From an optimization exercise on the open Yosys and OpenROAD flow, aimed at small area; shortcuts taken in it are not production practice. Function was checked by simulation only, so behaviour that the tests miss may differ from the original.

## RsDecodeTop
module RsDecodeTop(
   CLK,
   RESET,
   enable,
   startPls,
   erasureIn,
   dataIn,
   outEnable,
   outStartPls,
   outDone,
   errorNum,
   erasureNum,
   fail,
   delayedData,
   outData
);
Settings: LEC_CHECK=0, CAP_MARGIN=20, CORE_MARGIN=2, CORE_UTILIZATION=60, SLEW_MARGIN=20; clock period 10.0 ns.
standard.sh (not shown) runs the stock make flow with config.mk's settings and CLKGATE_MAP_FILE= SYNTH_SCRIPT=/design/flow/synth_recipe.tcl, a recipe that flattens the netlist after the stock synthesis.
==> flow/flow/run.sh <==
#!/bin/bash
set -o pipefail
cp standard.sh standard_sh.txt
export CTS_ARGS="-sink_clustering_enable -repair_clock_nets -dont_use_dummy_load -sink_clustering_size 24 -sink_clustering_max_diameter 70"
bash standard.sh > standard.log 2>&1
Rerun with:
==> flow/run.sh (new file) <==
#!/bin/bash
# synth_recipe.tcl (not shown) runs the flow's synth.tcl, then flattens the netlist and writes it again
# the make line also repeats each setting of config.mk as NAME=value (left out here)
make -C /OpenROAD-flow-scripts/flow DESIGN_CONFIG=/design/flow/config.mk WORK_HOME=/design/flow/orfs CLKGATE_MAP_FILE= SYNTH_SCRIPT=/design/flow/synth_recipe.tcl finish
- CORE_UTILIZATION: 60 -> 40
- CTS_BUF_LIST: default -> sky130_fd_sc_hd__clkbuf_4 sky130_fd_sc_hd__clkbuf_8
removed: flow/flow/run.sh
removed: flow/standard.sh
The new run finished with timing, DRC and antenna clean.
Worst setup slack gains 0.52 ns.
First-iteration DRC count shrinks by about 24%.
Synthesized cell count is unchanged.
Clock skew went down by 0.022 ns.
Count of clock-buffer cells in the layout goes up by 487.
Area after synthesis does not change.
Rerun with:
- CORE_UTILIZATION: 40 -> 60
- CTS_BUF_LIST: sky130_fd_sc_hd__clkbuf_4 sky130_fd_sc_hd__clkbuf_8 -> default
- CTS_CLUSTER_DIAMETER: default -> 70
- CTS_CLUSTER_SIZE: default -> 24
The new run produced a clean layout.
Global-route usage is higher by 15 points.
Register-to-register slack gets worse by 0.58 ns.
Worst hold slack gets better by 0.035 ns.
Cell area is lower by 3.7%.

---

== wip/cedar ==
Another version of the RTL of RsDecodeTop (not shown whole).
For scale: about 14000 cells after synthesis, about 39 I/O pins, about 150000 sq um of cells after synthesis.
==> flow/config.mk <==
export PLATFORM = sky130hd
export DESIGN_NAME = RsDecodeTop
export DESIGN_NICKNAME = RsDecodeTop
export VERILOG_FILES = /design/flow/design.v
export SDC_FILE = /design/flow/constraint.sdc
export NUM_CORES = 4
export LEC_CHECK = 0
export CAP_MARGIN = 10
export CORE_MARGIN = 2
export CORE_UTILIZATION = 45
export SLEW_MARGIN = 10
==> flow/constraint.sdc <==
create_clock -name core_clock -period 10.0 [get_ports {CLK}]
set_input_delay 2.0000 -clock core_clock [delete_from_list [all_inputs] [get_ports {CLK}]]
set_output_delay 2.0000 -clock core_clock [all_outputs]
set_load 0.01 [all_outputs]
==> flow/flow/run.sh <==
#!/bin/bash
set -o pipefail
cp standard.sh standard_sh.txt
export CTS_ARGS="-sink_clustering_enable -repair_clock_nets -dont_use_dummy_load -sink_clustering_size 28 -sink_clustering_max_diameter 70"
bash standard.sh > standard.log 2>&1
wip/cedar: flow completed, timing, DRC and antenna clean
The inputs of wip/harbor differ from those of wip/cedar as listed below.
- changing SLEW_MARGIN from 10 to 20
- changing CAP_MARGIN from 10 to 20
### Flow results
Number of antenna cells inserted ended up 1 lower on wip/harbor than on wip/cedar. Delta (wip/harbor minus wip/cedar): standard cell area after detailed placement neither gained nor lost much, final period utilization +2.1 points, signed area change from the synthesized netlist to the final layout level, post-route cell area about even. Delta (wip/harbor minus wip/cedar): fmax shows a reduction of 2.7%. [compare] base=wip/cedar new=wip/harbor: count of clock-buffer cells in the layout climbed 2, total detailed-routing wirelength held steady, minimum clock period after layout rose 210 ps. Each of the runs, namely wip/harbor and wip/cedar, reached the end of the flow and came out clean.
The following lists how wip/tundra was set up differently from wip/harbor:
==> flow/flow/run.sh <==
#!/bin/bash
set -o pipefail
cp standard.sh standard_sh.txt
export CTS_ARGS="-sink_clustering_enable -repair_clock_nets -dont_use_dummy_load -sink_clustering_size 18 -sink_clustering_max_diameter 50 -sink_clustering_buffer sky130_fd_sc_hd__clkbuf_8"
bash standard.sh > standard.log 2>&1
==> comparison <==
[wip/tundra] cell count rose 159 relative to wip/harbor. On number of cells on the worst reg-to-reg path, wip/harbor and wip/tundra are basically level.

afterwards: timing with drivers on the ports:
The flow's constraints put no driver on any port. The routed layouts listed below were extracted and timed again, unchanged, in two steps.
Step 1: set_driving_cell puts a clkbuf_16 on CLK and a buf_2 on each other input, an assumption about the parent block.
Step 2 times the ports against the registers' clock, not the clock port: input delays grow and output delays shrink by t, the midpoint of the rising clock arrivals with the driver on.
a / b / c = no drivers / after step 1 / after step 2; a / b = the first two.
run	t (ns)	setup WS [ns]	worst setup path after step 2	slew at the worst register clock pin (ns)	worst data-port slew with drivers (ns)
the first run of note 1	0.934	2.000 / 2.000 / 2.000	register to register	0.10 / 0.10	0.08
the second run of note 1	1.234	2.522 / 2.522 / 2.522	register to register	0.07 / 0.07	0.10
the third run of note 1	0.983	1.945 / 1.945 / 1.945	register to register	0.11 / 0.11	0.08
wip/cedar	0.975	2.195 / 2.195 / 2.195	register to register	0.12 / 0.12	0.08
wip/harbor	0.983	1.981 / 1.981 / 1.981	register to register	0.11 / 0.11	0.09
wip/tundra	0.985	2.146 / 2.146 / 2.146	register to register	0.11 / 0.11	0.09
After both steps every run listed still meets setup and hold.
